This design comes from an exercise in tuning for small area, a short achievable clock period and few clock cycles on the open sky130 flow, not from production work. Where RTL was checked, it was by simulation tests only, not by an equivalence proof against the original. The RTL of run 3 was laid out without a check of its function. Power figures rest on the tool's default switching activity, not on a simulated workload.

==> design/flow/design.v <==
`timescale 1ns / 1ps
module SingleCycleProcessor(
    input         clk,
    input         rst,
    output [31:0] imem_addr,
    input  [31:0] imem_rdata,
    output [31:0] dmem_addr,
    output [31:0] dmem_wdata,
    output        dmem_we,
    input  [31:0] dmem_rdata
    );
    localparam [6:0] OP_LW  = 7'b0000011;
    localparam [6:0] OP_SW  = 7'b0100011;
    localparam [6:0] OP_R   = 7'b0110011;
    localparam [6:0] OP_I   = 7'b0010011;
    localparam [6:0] OP_BEQ = 7'b1100011;
    localparam [6:0] OP_JAL = 7'b1101111;
    localparam ALU_SUB = 0, ALU_SHL = 1, ALU_OR = 2, ALU_AND = 3;
    reg  [31:1] pc;
    reg         id_ir0;        
    reg  [31:1] id_irh;
    wire [31:0] id_ir = {id_irh, id_ir0};
    reg  [31:1] id_x;          
    reg  [31:0] ex_a, ex_b, ex_c;
    reg         ex_fa, ex_fb, ex_fc;
    reg  [3:0]  ex_alu;
    reg         ex_wr, ex_ld, ex_st, ex_br;
    reg  [4:0]  ex_rd;
    reg  [31:0] mem_res, mem_wd;
    reg         mem_we, mem_wr, mem_ld;
    reg  [4:0]  mem_rd;
    reg  [31:0] rf [1:31];
    assign imem_addr = {pc, 1'b0};
    wire [31:0] fi = imem_rdata;
    wire f_jal   = (fi[6:0] == OP_JAL);
    wire f_bsame = (fi[6:0] == OP_BEQ) && (fi[19:15] == fi[24:20]);
    wire [31:1] f_imm = f_jal ? {{12{fi[31]}}, fi[19:12], fi[20], fi[30:21]}
                              : {{19{fi[31]}}, fi[7], fi[31], fi[30:25], fi[11:8]};
    wire [31:1] f_target = pc + f_imm;
    wire [31:1] f_next   = pc + 31'd2;
    assign dmem_addr  = mem_res;
    assign dmem_wdata = mem_wd;
    assign dmem_we    = mem_we;
    wire [31:0] wb_data = mem_ld ? dmem_rdata : mem_res;
    always @(posedge clk) begin
        if (mem_wr)
            rf[mem_rd] <= wb_data;
    end
    wire [6:0] op  = id_ir[6:0];
    wire [4:0] rs1 = id_ir[19:15];
    wire [4:0] rs2 = id_ir[24:20];
    wire [4:0] rd  = id_ir[11:7];
    wire [2:0] f3  = id_ir[14:12];
    wire d_ld  = (op == OP_LW);
    wire d_st  = (op == OP_SW);
    wire d_r   = (op == OP_R);
    wire d_i   = (op == OP_I);
    wire d_br  = (op == OP_BEQ) && (rs1 != rs2);
    wire d_jal = (op == OP_JAL);
    wire d_wr  = (d_ld | d_r | d_i | d_jal) & (rd != 5'd0);
    wire use1  = d_ld | d_st | d_r | d_i | d_br;
    wire use2  = d_st | d_r | d_br;
    wire [31:0] imm_i = {{20{id_ir[31]}}, id_ir[31:20]};
    wire [31:0] imm_s = {{20{id_ir[31]}}, id_ir[31:25], id_ir[11:7]};
    wire [31:0] rv1 = (rs1 == 5'd0) ? 32'd0 :
                      (mem_wr && mem_rd == rs1) ? wb_data : rf[rs1];
    wire [31:0] rv2 = (rs2 == 5'd0) ? 32'd0 :
                      (mem_wr && mem_rd == rs2) ? wb_data : rf[rs2];
    wire hit1  = ex_wr && (ex_rd == rs1) && use1;
    wire hit2  = ex_wr && (ex_rd == rs2) && use2;
    wire stall = ex_ld && (hit1 || hit2);
    reg [3:0] d_alu;
    always @(*) begin
        d_alu = 4'b0000;
        if (d_r || d_i) begin
            case (f3)
                3'b000: d_alu = {3'b000, d_r & id_ir[30]};
                3'b010: d_alu = 4'b0010;
                3'b110: d_alu = 4'b0100;
                3'b111: d_alu = 4'b1000;
                default: d_alu = 4'b0000;
            endcase
        end
    end
    wire [31:0] a = ex_fa ? mem_res : ex_a;
    wire [31:0] b = ex_fb ? mem_res : ex_b;
    wire [31:0] c = ex_fc ? mem_res : ex_c;
    wire [31:0] sum = a + (ex_alu[ALU_SUB] ? ~b : b) + {31'd0, ex_alu[ALU_SUB]};
    wire [31:0] shl = (|b[31:5]) ? 32'd0 : (a << b[4:0]);
    wire [31:0] alu = ex_alu[ALU_SHL] ? shl :
                      ex_alu[ALU_OR]  ? (a | b) :
                      ex_alu[ALU_AND] ? (a & b) : sum;
    wire taken = ex_br && (a == b);
    always @(posedge clk or posedge rst) begin
        if (rst) begin
            pc     <= 31'h800;        
            id_ir0 <= 1'b0;
            ex_wr  <= 1'b0;
            ex_ld  <= 1'b0;
            ex_st  <= 1'b0;
            ex_br  <= 1'b0;
            mem_we <= 1'b0;
            mem_wr <= 1'b0;
        end else begin
            mem_we <= ex_st;
            mem_wr <= ex_wr;
            if (taken || stall) begin
                ex_wr <= 1'b0;
                ex_ld <= 1'b0;
                ex_st <= 1'b0;
                ex_br <= 1'b0;
            end else begin
                ex_wr <= d_wr;
                ex_ld <= d_ld;
                ex_st <= d_st;
                ex_br <= d_br;
            end
            if (taken) begin
                pc     <= c[31:1];
                id_ir0 <= 1'b0;
            end else if (!stall) begin
                pc     <= (f_jal || f_bsame) ? f_target : f_next;
                id_ir0 <= imem_rdata[0];
            end
        end
    end
    always @(posedge clk) begin
        mem_res <= alu;
        mem_wd  <= c;
        mem_ld  <= ex_ld;
        mem_rd  <= ex_rd;
        if (!stall) begin
            id_irh <= imem_rdata[31:1];
            id_x   <= f_jal ? f_next : f_target;
        end
        ex_a   <= d_jal ? {id_x, 1'b0} : rv1;
        ex_b   <= (d_i || d_ld) ? imm_i : d_st ? imm_s : d_jal ? 32'd0 : rv2;
        ex_c   <= d_st ? rv2 : {id_x, 1'b0};
        ex_fa  <= hit1;
        ex_fb  <= hit2 && !d_st;
        ex_fc  <= hit2 && d_st;
        ex_alu <= d_alu;
        ex_rd  <= rd;
    end
endmodule
==> design/flow/flow/run.sh <==
#!/bin/bash
# The standard ORFS layout, with the resizer's setup repair aiming MARGIN ns
# below the (unchanged) clock period instead of config.mk's at most 5 ns.
set -euo pipefail
MARGIN=6.4
sed "s/SETUP_SLACK_MARGIN=[^ ]*/SETUP_SLACK_MARGIN=$MARGIN/" standard.sh > standard_margin.sh
grep -q "SETUP_SLACK_MARGIN=$MARGIN" standard_margin.sh
bash standard_margin.sh > make.log 2>&1
==> design/flow/standard.sh <==
#!/bin/bash
# synth_recipe.tcl (not shown) runs the flow's synth.tcl, then flattens the netlist and writes it again
# the make line also repeats each setting of config.mk as NAME=value (left out here)
make -C /OpenROAD-flow-scripts/flow DESIGN_CONFIG=/design/flow/config.mk WORK_HOME=/design/flow/orfs CLKGATE_MAP_FILE= SYNTH_SCRIPT=/design/flow/synth_recipe.tcl "${@:-finish}"
==> design/flow/config.mk <==
export PLATFORM = sky130hd
export DESIGN_NAME = SingleCycleProcessor
export DESIGN_NICKNAME = SingleCycleProcessor
export VERILOG_FILES = /design/flow/design.v
export SDC_FILE = /design/flow/constraint.sdc
export NUM_CORES = 4
export LEC_CHECK = 0
export ABC_CLOCK_PERIOD_IN_PS = 3000
export CAP_MARGIN = 20
export CORE_MARGIN = 2
export CORE_UTILIZATION = 40
export SETUP_SLACK_MARGIN = 5
export SLEW_MARGIN = 20
export TNS_END_PERCENT = 100
==> design/flow/constraint.sdc <==
create_clock -name core_clock -period 10.0 [get_ports {clk}]
set_input_delay 2.0000 -clock core_clock [delete_from_list [all_inputs] [get_ports {clk}]]
set_output_delay 2.0000 -clock core_clock [all_outputs]
set_load 0.01 [all_outputs]
==> results of run 1 <==
-- cell type report --
| cell class | instances | area share (%) |
|---|---|---|
| multi-input combinational | 2749 | 37.3 |
| tap | 2175 | 3.48 |
| sequential | 1280 | 46.7 |
| antenna | 1 | 0.00320 |
| clock buffer | 180 | 4.83 |
| clock inverter | 72 | 1.06 |
| inverter | 86 | 0.418 |
| timing repair buffer | 472 | 6.21 |
-- power groups by stage --
stage | registers, W | clock network, W | logic (W)
after floorplan | 0.00714 | 0 | 0.00218
after global placement | 0.00753 | 0 | 0.00365
after detailed placement | 0.00752 | 0 | 0.00367
after CTS | 0.00733 | 0.00531 | 0.00412
after global routing | 0.00736 | 0.00553 | 0.00467
final | 0.00736 | 0.00526 | 0.00444
-- routing by layer --
metal	GRT usage (%)	up-vias
li1	-	18186
met1	35.8	23116
met2	45.0	2480
met3	5.04	586
met4	13.1	8
met5	0	-
-- kinds of logic (layout without fill, tap and decap cells) --
group                      count (synthesis)  after routing  share of synthesized area [%]
muxes                                    870            870                           24.3
xor gates and xnor gates                 141            141                           1.91
other                                      1              2                        0.00573
and+or+nand+nor                          850            856                           5.88
buffers and inverters                    395            810                           2.62
DFF                                     1280           1280                           55.6
adders and majority gates                131            131                           2.53
AOI/OAI and AO/OA                        750            750                           7.19
-- stage by stage --
| step | cells | utilization (%) | hold slack [ps] | worst slack [ps] | area (µm²) |
|---|---|---|---|---|---|
| 5_1_grt | 7014 | 48.1 | 375 | 5180 | 78200 |
| 4_1_cts | 6928 | 47.1 | 359 | 5230 | 76500 |
| 2_1_floorplan | 4418 | - | 331 | 4930 | 65600 |
| 6_report | 7015 | 48.1 | 356 | 5200 | 78200 |
| 3_3_place_gp | 6538 | 42.8 | 336 | 3180 | 69600 |
| 3_5_place_dp | 6538 | 42.8 | 347 | 3260 | 69600 |
-- sequential cells by signal (all words and copies together), names as in the netlist, 4 cells and up, named ones only --
signal and flops:
rf 992, ex_a 32, ex_b 32, ex_c 32
mem_res 32, mem_wd 32, id_irh 31, id_x 31
pc 31, ex_rd 5, mem_rd 5, ex_alu 4
-- worst max path at each step --
stage               end  slack [ps]
3_3_place_gp   id_x[30]        3180
3_5_place_dp   id_x[30]        3260
4_1_cts          pc[31]        5230
5_1_grt          pc[27]        5180
2_1_floorplan    pc[31]        4930
6_report         pc[25]        5200
-- synth_stat cells (all sizes together) (6+ instances only) --
library cell and n:
o22ai 18, a2bb2oi 11, or4 6, nand2b 11, nand2 339, nor3b 7, and2 9, a22o 23
buf 138, a22oi 7, nand3b 10, o21bai 12, clkbuf 170, mux2i 229, edfxtp 1054, mux4 563
dfrtp 37, o31ai 7, nor4 25, a221oi 6, or3 15, or2 8, xor2 60, o211ai 23
dfxtp 188, nand3 46, a21o 41, o21a 8, nand4 26, mux2 78, o21ai 256, nor3 30
and3 22, ha 129, nor2 261, a211o 13, nor2b 16, a211oi 66, a31oi 19, xnor2 80
a21oi 201, inv 85
-- worst max-delay path, cell delays in order --
cell and delay (ps):
buf_8 100, nor2b_4 260, nand4_1 220, buf_4 200, buf_6 110, buf_6 110
buf_6 100, buf_6 100, buf_6 100, buf_6 100, buf_6 100, buf_6 100
buf_6 110, buf_6 100, buf_6 100, buf_6 100, buf_6 100, buf_6 100
buf_6 110, buf_6 120, a21o_4 230, buf_12 170, nand2_8 90, nor4_4 40
a21oi_1 140, nor2_1 60, a221o_1 280
-- what timing repair did --
item | 4_1_cts | 5_1_grt
setup endpoints to repair | 260 | 102
pin swaps | 80 | 116
gates cloned | 14 | 15
buffers inserted | 124 | 71
gates resized for setup | 424 | 206
==> results.yml, run 1 <==
power:
  finalPower_w: 0.0171
  p_int_w: 0.0115
  ir_worst_vdd_v: 0.000184
  seq_power_share_pct: 43.1
  comb_power_share_pct: 26.0
  switching_share_pct: 32.7
  switching_power_w: 0.00558
  p_leak_nw: 27.0
  clock_power_share_pct: 30.8
  power_density_mw_per_mm2: 218
clock_network:
  clk_pin_slew_worst_paths_ps: 60
  cts_max_level: 4
  clkLatencyLatePin_ps: 810
  holdBufCountCts: 0
  clock-root-buffer: "clkbuf_16"
  numCtsBuffers: 140
  clk_path_buf_depth: 3
  cts_tree: "built"
  cts.sinks: 1280
timing:
  fmax_mhz: 208
  period_share_pct: 48.0
  slew_headroom_pct: 29.3
  maxSlewViolCount: 0
  rsz0062_at_grt: "true"
  setup_viol: 0
  clock_skew_ps: 39.1
  fin_tns_setup_ps: 0
  worst_pin_slew_ps: 1060
  fin_crit_ps: 4800
  hold_viol_final: 0
global_routing:
  grt_pass1_vias: 43083
  grt.total_usage_pct: 27.6
  overflow: 0
  grt_pass1_wl_um: 328000
  grt_max_degree: 131
  antenna_found_initial: 6
final_layout:
  syn2layout_area_growth_pct: 19.6
  seq_area_mm2: 0.0366
  drive_above_1_share_pct: 31.6
  nNetsFinal: 4926
  fill_cells: 14033
  final_common_cell: "edfxtp_1"
  final_cell_mix: "1,054 x edfxtp_1, 563 x mux4_2, 319 x nand2_1, 218 x nor2_1, 195 x buf_4"
  multi_input_area_mm2: 0.0292
yosys:
  async_reset_ff_share_pct: 2.97
  synth_top_area_share_pct: 48.4
  ys_ff_latch: 1280
  synth_area_leaders: "edfxtp_1 48%, mux4_2 19%, dfxtp_1 5.8%, mux2i_1 3.5%, ha_1 2.5%"
  synth_cell_types: 107
  yosysTopAreaCell: "edfxtp_1"
  synthCells: 4418
  synth_edf_count: 1054
  syn_area_mm2: 0.0654
  yosysSeqAreaShare_pct: 55.6
  syn_area_per_cell_um2: 14.8
  ys.flop_type: "edfxtp_1"
  yosys_warnings: 1
  syn-num-nets: 4615
routing:
  drtIter0Drc: 5525
  dr.pass1.iters: 5
  topRoutingLayerUsed: "met5"
  totalWireLength_um: 238000
  wl_met3_um: 21500
  ant_nets: 0
  m1WireLength_um: 89100
  met2WireLength_um: 113000
  wl_per_cell_um: 33.9
  via_count: 44376
  viasPerCell: 6.33
  post-route-drc-count: 0
outcome:
  status: "no timing/DRC/antenna violations"
floorplanning:
  dieArea_mm2: 0.167
  boundaryPins: 163
  die_w_um: 408
  num_rows: 148
  core_mm2: 0.163
  initial_core_util_pct: 40.2
  die_h_um: 408
setup_path:
  reg2reg_slack_ps: 6060
  reg2reg_depth: 10
  startpoint: "imem_rdata[4]"
  path_max_fanout: 6
  r2r-end: "pc[25]"
  cp-end-kind: "flip-flop"
  r2r_start: "ex_fa"
  cp-start-kind: "primary input"
  required_ps: 10670
  cp_data_arrival_time_ps: 5470
  path_class: "primary input to flip-flop"
worst_hold_path:
  min-delay-path-class: "flip-flop to flip-flop"
  worstHoldEndpoint: "mem_we"
  whs_path_depth: 0
  worstHoldStart: "ex_st"
placement:
  portBuffers: 161
  dp_hpwl_um: 142000
  routabilityCongestion: 0.994
flow_run:
  drv_cap: 0
Testbench counts, summed over its fixed seeds: cycles 58,973.
==> run 2: changes to the inputs <==
==> design/flow/run.sh (new file) <==
#!/bin/bash
# synth_recipe.tcl (not shown) runs the flow's synth.tcl, then flattens the netlist and writes it again
# the make line also repeats each setting of config.mk as NAME=value (left out here)
make -C /OpenROAD-flow-scripts/flow DESIGN_CONFIG=/design/flow/config.mk WORK_HOME=/design/flow/orfs CLKGATE_MAP_FILE= SYNTH_SCRIPT=/design/flow/synth_recipe.tcl finish
removed: design/flow/flow/run.sh
removed: design/flow/standard.sh
==> run 2 against run 1 <==
Net effect:
- still clean on timing, DRC and antenna
- synthesized area is the same
- largest power group unchanged
- global-route usage shrank 0.89 points
- count of clock-buffer cells in the layout shrank 7
- maximum frequency is 0.41% lower
- largest cell class unchanged
==> results.yml, run 2 <==
outcome:
  status: "no timing/DRC/antenna violations"
routing:
  drtIter0Drc: 5570
  via_count: 42411
  post-route-drc-count: 0
  dr.pass1.iters: 6
  wl_per_cell_um: 33.3
  viasPerCell: 6.24
  totalWireLength_um: 226000
  ant_nets: 0
final_layout:
  regMostFlops: "rf"
  final_cell_mix: "1,054 x edfxtp_1, 563 x mux4_2, 337 x nand2_1, 228 x nor2_1, 224 x mux2i_1"
  fin_area_mm2: 0.0741
  fin_cells: 6800
  largest_reg_flops: 992
  nNetsFinal: 4714
  syn2layout_area_growth_pct: 13.3
  drive_above_1_share_pct: 22.9
  final_common_cell: "edfxtp_1"
setup_path:
  path_max_fanout: 29
  required_ps: 10670
  crit_path_max_incr_delay_ps: 540
  r2r-end: "pc[25]"
  crit_chain: "buf_4, mux2i_1, ha_1, nor4_1, nand2_1, or4_1, buf_4, nand2_2, nor2_1, a221o_1"
  reg2reg_depth: 10
  slowest_stage: "dfxtp_2"
  path_class: "flip-flop to flip-flop"
  cp_data_arrival_time_ps: 5490
  cp-end-kind: "flip-flop"
  critPathMostFrequentCell: "buf_4"
  r2r_start: "ex_fa"
  reg2reg_slack_ps: 5180
  cp-start-kind: "flip-flop"
global_routing:
  grt_pass1_wl_um: 318000
  grt.total_usage_pct: 26.7
  antenna_found_initial: 8
  grt_max_degree: 137
  overflow: 0
  grt_pass1_vias: 42126
placement:
  dpl.cell_count: 6530
  dpl_cell_area_mm2: 0.0694
  portBuffers: 161
  routabilityCongestion: 0.995
  dp_hpwl_um: 142000
yosys:
  synthTopCellsByCount: "1,054 x edfxtp_1, 563 x mux4_2, 338 x nand2_1"
  ys.flop_type: "edfxtp_1"
  synth_cell_types: 107
  yosysSeqAreaShare_pct: 55.6
  syn-num-nets: 4615
  async_reset_ff_share_pct: 2.97
  yosys_warnings: 1
  syn_area_mm2: 0.0654
  synth_area_leaders: "edfxtp_1 48%, mux4_2 19%, dfxtp_1 5.8%, mux2i_1 3.5%, ha_1 2.5%"
  yosysTopAreaCell: "edfxtp_1"
  syn_area_per_cell_um2: 14.8
  synthCells: 4418
  synth_edf_count: 1054
  synth_most_common_cell: "edfxtp_1"
  synth_top_area_share_pct: 48.4
  ys_ff_latch: 1280
floorplanning:
  die_h_um: 408
  initial_core_util_pct: 40.2
  dieArea_mm2: 0.167
  boundaryPins: 163
  die_w_um: 408
  num_rows: 148
  core_mm2: 0.163
power:
  ir_worst_vdd_v: 0.000190
  p_leak_nw: 25.2
  switching_share_pct: 32.3
  seq_power_share_pct: 45.7
  comb_power_share_pct: 23.0
  finalPower_w: 0.0163
  switching_power_w: 0.00527
  p_int_w: 0.0110
  power_density_mw_per_mm2: 220
  clock_power_share_pct: 31.3
timing:
  hold_viol_final: 0
  rsz0062_at_grt: "false"
  period_share_pct: 48.2
  slew_headroom_pct: 24.5
  fmax_mhz: 207
  worst_pin_slew_ps: 1130
  maxSlewViolCount: 0
  whs_ps: 352
  setup_viol: 0
  fin_crit_ps: 4820
  clock_skew_ps: 23.4
  fin_tns_setup_ps: 0
clock_network:
  cts_max_level: 4
  numCtsBuffers: 142
  clk_path_buf_depth: 3
  clock-root-buffer: "clkbuf_16"
  clkLatencyLatePin_ps: 790
  cts.sinks: 1280
  cts_tree: "built"
  clk_pin_slew_worst_paths_ps: 70
worst_hold_path:
  worstHoldEndpoint: "mem_we"
  min-delay-path-class: "flip-flop to flip-flop"
  whs_path_depth: 0
  worstHoldStart: "ex_st"
flow_run:
  drv_cap: 0
## run 2: power groups by stage
stage / sequential [W] / clock [W] / combinational [W]
final: 0.00744 / 0.00509 / 0.00375
after global routing: 0.00744 / 0.00535 / 0.00399
after CTS: 0.00741 / 0.00515 / 0.00367
after detailed placement: 0.00752 / 0 / 0.00365
after global placement: 0.00753 / 0 / 0.00363
after floorplan: 0.00713 / 0 / 0.00214
## run 2: worst max path at each step
stage	start	end	slack, ps	depth (start not counted)
finish	ex_fa	pc[25]	5180	10
global route	imem_rdata[6]	pc[31]	5080	16
CTS	imem_rdata[6]	pc[31]	5030	16
detailed placement	imem_rdata[6]	id_x[30]	3820	16
global placement	imem_rdata[6]	id_x[30]	3820	16
floorplan	imem_rdata[6]	pc[31]	4930	17
## run 2: cell families (layout without fill, tap and decap cells)
kind of cell	count (synthesis)	count (layout)	share of synthesized area (%)
multiplexers	870	870	24.3
flip-flops	1280	1280	55.6
AO/OA/AOI/OAI	750	750	7.19
XOR/XNOR	141	141	1.91
adder cells (fa/ha/maj)	131	131	2.53
buffers and inverters	395	597	2.62
other	1	4	0.00573
AND/OR/NAND/NOR	850	852	5.88
## run 2: what timing repair did
| action | CTS | global route |
|---|---|---|
| cloned | 2 | 1 |
| buffers inserted | 8 | 7 |
| pin swaps | 3 | 15 |
| hold buffers | 0 | 0 |
| gates resized for setup | 6 | 23 |
| setup endpoints to repair | 28 | 29 |
## run 2: worst max-delay path, delay by kind of cell (launching register included)
family	cells	cell delay, ps
flops	1	540
mux	1	530
fa+ha+maj	1	370
compound gates	1	400
buf+inv	2	790
simple gates	5	1990
## run 2: layout make-up
class,count,area [µm²]
clock buffers,173,3740
multi-input cells,2745,27800
well taps,2175,2720
diodes,3,7.51
inverters,86,325
flip-flops and latches,1280,36400
fillers,14333,88500
repair buffers,262,2500
clock inverters,76,662
## run 2: per-stage QoR
step                setup slack (ps)  util (%)
floorplan                       4930         -
global placement                3820      42.7
detailed placement              3820      42.7
CTS                             5030      45.5
global route                    5080      45.6
finish                          5180      45.6
## run 2: per-layer routing
metal	vias up	GRT usage, %	wire, µm
li1	17768	-	-
met1	22088	34.8	86800
met2	2130	43.6	109000
met3	425	5.26	20000
met4	0	11.5	10300
met5	-	0	0
==> run 3: changes to the inputs <==
--- a/design/flow/design.v
+++ b/design/flow/design.v
@@ -36,5 +36,6 @@
     wire f_bsame = (fi[6:0] == OP_BEQ) && (fi[19:15] == fi[24:20]);
-    wire [31:1] f_imm = f_jal ? {{12{fi[31]}}, fi[19:12], fi[20], fi[30:21]}
+    wire [31:1] f_imm = fi[2] ? {{12{fi[31]}}, fi[19:12], fi[20], fi[30:21]}
                               : {{19{fi[31]}}, fi[7], fi[31], fi[30:25], fi[11:8]};
-    wire [31:1] f_target = pc + f_imm;
+    wire [31:1] f_target;
+    PrefixAdder #(.W(31)) u_f_target (.x(pc), .y(f_imm), .s(f_target));
     wire [31:1] f_next   = pc + 31'd2;
@@ -64,6 +65,14 @@
     wire [31:0] imm_s = {{20{id_ir[31]}}, id_ir[31:25], id_ir[11:7]};
-    wire [31:0] rv1 = (rs1 == 5'd0) ? 32'd0 :
-                      (mem_wr && mem_rd == rs1) ? wb_data : rf[rs1];
-    wire [31:0] rv2 = (rs2 == 5'd0) ? 32'd0 :
-                      (mem_wr && mem_rd == rs2) ? wb_data : rf[rs2];
+    reg  [31:0] rf1, rf2;
+    integer k;
+    always @(*) begin
+        rf1 = 32'd0;
+        rf2 = 32'd0;
+        for (k = 1; k < 32; k = k + 1) begin
+            rf1 = rf1 | ({32{rs1 == k[4:0]}} & rf[k]);
+            rf2 = rf2 | ({32{rs2 == k[4:0]}} & rf[k]);
+        end
+    end
+    wire [31:0] rv1 = (rs1 != 5'd0 && mem_wr && mem_rd == rs1) ? wb_data : rf1;
+    wire [31:0] rv2 = (rs2 != 5'd0 && mem_wr && mem_rd == rs2) ? wb_data : rf2;
     wire hit1  = ex_wr && (ex_rd == rs1) && use1;
@@ -133,3 +142,3 @@
             id_irh <= imem_rdata[31:1];
-            id_x   <= f_jal ? f_next : f_target;
+            id_x   <= fi[2] ? f_next : f_target;
         end
@@ -145 +154,27 @@
 endmodule
+module PrefixAdder #(parameter W = 32) (
+    input  [W-1:0] x,
+    input  [W-1:0] y,
+    output [W-1:0] s
+    );
+    localparam L = $clog2(W);
+    wire [W-1:0] g [0:L];
+    wire [W-1:0] p [0:L];
+    assign g[0] = x & y;
+    assign p[0] = x ^ y;
+    genvar l, i;
+    generate
+        for (l = 0; l < L; l = l + 1) begin : lvl
+            for (i = 0; i < W; i = i + 1) begin : bt
+                if (i >= (1 << l)) begin : node
+                    assign g[l+1][i] = g[l][i] | (p[l][i] & g[l][i-(1<<l)]);
+                    assign p[l+1][i] = p[l][i] & p[l][i-(1<<l)];
+                end else begin : pass
+                    assign g[l+1][i] = g[l][i];
+                    assign p[l+1][i] = p[l][i];
+                end
+            end
+        end
+    endgenerate
+    assign s = p[0] ^ {g[L][W-2:0], 1'b0};
+endmodule
==> design/flow/flow/run.sh (new file) <==
#!/bin/bash
# The standard ORFS layout, with the resizer's setup repair aiming MARGIN ns
# below the (unchanged) clock period instead of config.mk's at most 5 ns.
set -euo pipefail
MARGIN=6.5
sed "s/SETUP_SLACK_MARGIN=[^ ]*/SETUP_SLACK_MARGIN=$MARGIN/" standard.sh > standard_margin.sh
grep -q "SETUP_SLACK_MARGIN=$MARGIN" standard_margin.sh
bash standard_margin.sh > make.log 2>&1
==> design/flow/standard.sh (new file) <==
#!/bin/bash
# synth_recipe.tcl (not shown) runs the flow's synth.tcl, then flattens the netlist and writes it again
# the make line also repeats each setting of config.mk as NAME=value (left out here)
make -C /OpenROAD-flow-scripts/flow DESIGN_CONFIG=/design/flow/config.mk WORK_HOME=/design/flow/orfs CLKGATE_MAP_FILE= SYNTH_SCRIPT=/design/flow/synth_recipe.tcl "${@:-finish}"
--- a/design/flow/config.mk
+++ b/design/flow/config.mk
@@ -7,3 +7,2 @@
 export LEC_CHECK = 0
-export ABC_CLOCK_PERIOD_IN_PS = 3000
 export CAP_MARGIN = 20
removed: design/flow/run.sh
==> run 3 against run 2 <==
Net effect:
- critical path type is now primary input to flip-flop
- combinational power is 19% higher
- still clean
- critical path depth is 8 higher
- non-clock buffer count is 338 higher
- maximum frequency is 15% higher
- clock skew is 9.2 ps higher
- clock power is 4% higher
- critical endpoint is now pc[29]
- design area hardly changed
- global-route usage is 12 points higher
- worst hold slack better by 15 ps
==> results.yml, run 3 <==
outcome:
  status: "no timing/DRC/antenna violations"
yosys:
  synth_edf_count: 1054
  yosysSeqAreaShare_pct: 60.6
  syn_area_per_cell_um2: 12.3
  ys.flop_type: "edfxtp_1"
  synthCells: 4855
  synth_most_common_cell: "edfxtp_1"
  synth_area_leaders: "edfxtp_1 53%, dfxtp_1 6.0%, a22oi_1 5.4%, a22o_1 3.6%, a221oi_1 3.5%"
  synth_top_area_share_pct: 53.0
  synthTopCellsByCount: "1,054 x edfxtp_1, 431 x a22oi_1, 348 x nand2_1"
  async_reset_ff_share_pct: 2.99
  synth_cell_types: 83
  syn_area_mm2: 0.0597
  yosys_warnings: 2
  ys_ff_latch: 1270
  yosysTopAreaCell: "edfxtp_1"
  syn-num-nets: 5049
final_layout:
  fin_area_mm2: 0.0742
  largest_reg_flops: 992
  drive_above_1_share_pct: 23.6
  syn2layout_area_growth_pct: 24.2
  final_common_cell: "edfxtp_1"
  final_cell_mix: "1,054 x edfxtp_1, 430 x a22oi_1, 350 x buf_4, 331 x nand2_1, 244 x a22o_1"
  nNetsFinal: 5448
  fin_cells: 7308
  regMostFlops: "rf"
global_routing:
  overflow: 0
  grt_pass1_wl_um: 405000
  grt_max_degree: 67
  grt.total_usage_pct: 38.4
  grt_pass1_vias: 49702
  antenna_found_initial: 18
placement:
  dpl_cell_area_mm2: 0.0646
  dp_hpwl_um: 169000
  dpl.cell_count: 6760
  routabilityCongestion: 0.959
  portBuffers: 161
floorplanning:
  die_h_um: 390
  num_rows: 141
  boundaryPins: 163
  dieArea_mm2: 0.152
  die_w_um: 390
  initial_core_util_pct: 40.3
  core_mm2: 0.148
routing:
  totalWireLength_um: 303000
  drtIter0Drc: 12580
  via_count: 53714
  ant_nets: 0
  wl_per_cell_um: 41.4
  dr.pass1.iters: 8
  viasPerCell: 7.35
  post-route-drc-count: 0
timing:
  clock_skew_ps: 32.6
  rsz0062_at_grt: "true"
  fin_crit_ps: 4190
  hold_viol_final: 0
  setup_viol: 0
  maxSlewViolCount: 0
  fmax_mhz: 239
  fin_tns_setup_ps: 0
  slew_headroom_pct: 20.6
  period_share_pct: 41.9
  worst_pin_slew_ps: 1190
setup_path:
  cp-end-kind: "flip-flop"
  slowest_stage: "fa_2"
  reg2reg_depth: 12
  cp-start-kind: "primary input"
  path_max_fanout: 8
  path_class: "primary input to flip-flop"
  r2r-end: "pc[26]"
  crit_path_max_incr_delay_ps: 360
  r2r_start: "ex_fa"
  critPathMostFrequentCell: "o21ai_2"
  required_ps: 10700
  cp_data_arrival_time_ps: 4890
  reg2reg_slack_ps: 6220
  crit_chain: "buf_12, buf_12, mux2_4, ha_4, inv_2, fa_2, nor2b_2, o21ai_2, a21oi_2, o21ai_2, a21oi_4, buf_4, buf_6, o31ai_4, o21ai_2, nand2_1, a211o_1, a31oi_1"
clock_network:
  cts.sinks: 1270
  numCtsBuffers: 137
  clock-root-buffer: "clkbuf_16"
  clk_pin_slew_worst_paths_ps: 60
  cts_tree: "built"
  cts_max_level: 4
  clkLatencyLatePin_ps: 800
  clk_path_buf_depth: 3
worst_hold_path:
  worstHoldEndpoint: "mem_we"
  worstHoldStart: "ex_st"
  min-delay-path-class: "flip-flop to flip-flop"
  whs_path_depth: 0
power:
  power_density_mw_per_mm2: 227
  ir_worst_vdd_v: 0.000199
  p_leak_nw: 25.6
flow_run:
  drv_cap: 0
## run 3: final cells by class
type	instances	area, µm²
repair inverters	1	8.76
fillers	12596	73900
clock buffers	168	3700
clock inverters	84	898
flip-flops and latches	1270	36300
well taps	1930	2410
multi-input cells	3147	24800
repair buffers	600	5610
diodes	11	27.5
inverters	97	403
## run 3: worst max path at each step
| stage | startpoint | endpoint | slack (ps) |
|---|---|---|---|
| after floorplan | imem_rdata[2] | id_x[24] | 5230 |
| after global placement | imem_rdata[31] | id_x[30] | 3770 |
| after detailed placement | imem_rdata[31] | id_x[30] | 3780 |
| after CTS | imem_rdata[17] | id_x[30] | 5890 |
| after global routing | imem_rdata[2] | pc[23] | 5730 |
| final | imem_rdata[2] | pc[29] | 5810 |
## run 3: power by group
group,leakage (nW),internal (W),switching [W]
Combinational,11.8,0.00160,0.00286
Sequential,11.5,0.00673,0.000373
Clock,2.23,0.00300,0.00227
Total,25.6,0.0113,0.00550
## run 3: critical path, delay by kind of cell
family | cells | cell delay [ps]
adder cells (fa/ha/maj) | 2 | 520
multiplexers | 1 | 210
AND/OR/NAND/NOR | 2 | 230
buffers and inverters | 5 | 550
AO/OA/AOI/OAI | 8 | 1380
## run 3: repair_timing
| action | CTS | global route |
|---|---|---|
| hold buffers | 0 | 0 |
| endpoints found under the setup margin | 330 | 158 |
| gates cloned | 12 | 1 |
| pin swaps | 115 | 126 |
| gates resized for setup | 562 | 236 |
| buffers inserted | 192 | 80 |
## run 3: per-stage QoR
stage / worst slack (ps) / utilization (%) / hold slack (ps) / total power (W)
finish: 5810 / 50.1 / 368 / 0.0168
global route: 5730 / 50.1 / 381 / 0.0172
CTS: 5890 / 48.9 / 368 / 0.0162
detailed placement: 3780 / 43.6 / 353 / 0.0106
global placement: 3770 / 43.6 / 335 / 0.0106
floorplan: 5230 / - / 331 / 0.00889
## run 3: cell families (layout without fill, tap and decap cells)
group / count (synthesis) / after routing / share of synthesized area [%]
flops: 1270 / 1270 / 60.6
compound gates: 1582 / 1582 / 19.7
other cells: 1 / 12 / 0.00628
simple gates: 1101 / 1101 / 8.67
xor+xnor: 132 / 132 / 1.94
buf+inv: 438 / 950 / 2.81
fa+ha+maj: 128 / 128 / 2.71
mux: 203 / 203 / 3.65
## run 3: metal layers
| layer | wire, µm | up-vias | global-route usage (%) |
|---|---|---|---|
| li1 | - | 20308 | - |
| met1 | 102000 | 25993 | 48.6 |
| met2 | 120000 | 5860 | 52.2 |
| met3 | 53600 | 1541 | 16.6 |
| met4 | 26700 | 12 | 26.8 |
| met5 | 156 | - | 0.159 |

==> afterwards: timing with drivers on the ports <==
No port has a modelled driver above. Below, the same layouts with a new extraction and two added sets of constraints.
Step 1 assumes that a clkbuf_16 drives the clock port and a buf_2 every other input.
Step 2 adds t to the input delays and takes it off the output delays; t is the mean of the earliest and latest rising clock arrival at the registers after step 1. Input paths then give back, and output paths get back, about the clock's delay inside the block.
a / b / c = ideal / step 1 / step 2; a / b = the first two.
run | t, ns | setup WS [ns] | worst setup path at the end
run 1 | 0.881 | 5.199 / 5.240 / 4.359 | input to register
run 2 | 0.859 | 5.179 / 5.179 / 4.386 | input to register
run 3 | 0.859 | 5.808 / 5.826 / 4.967 | input to register
After both steps every run listed still meets setup and hold. For run 3, which loses most, drivers alone change the setup slack by +0.018 ns; drivers and shift together by -0.841 ns.
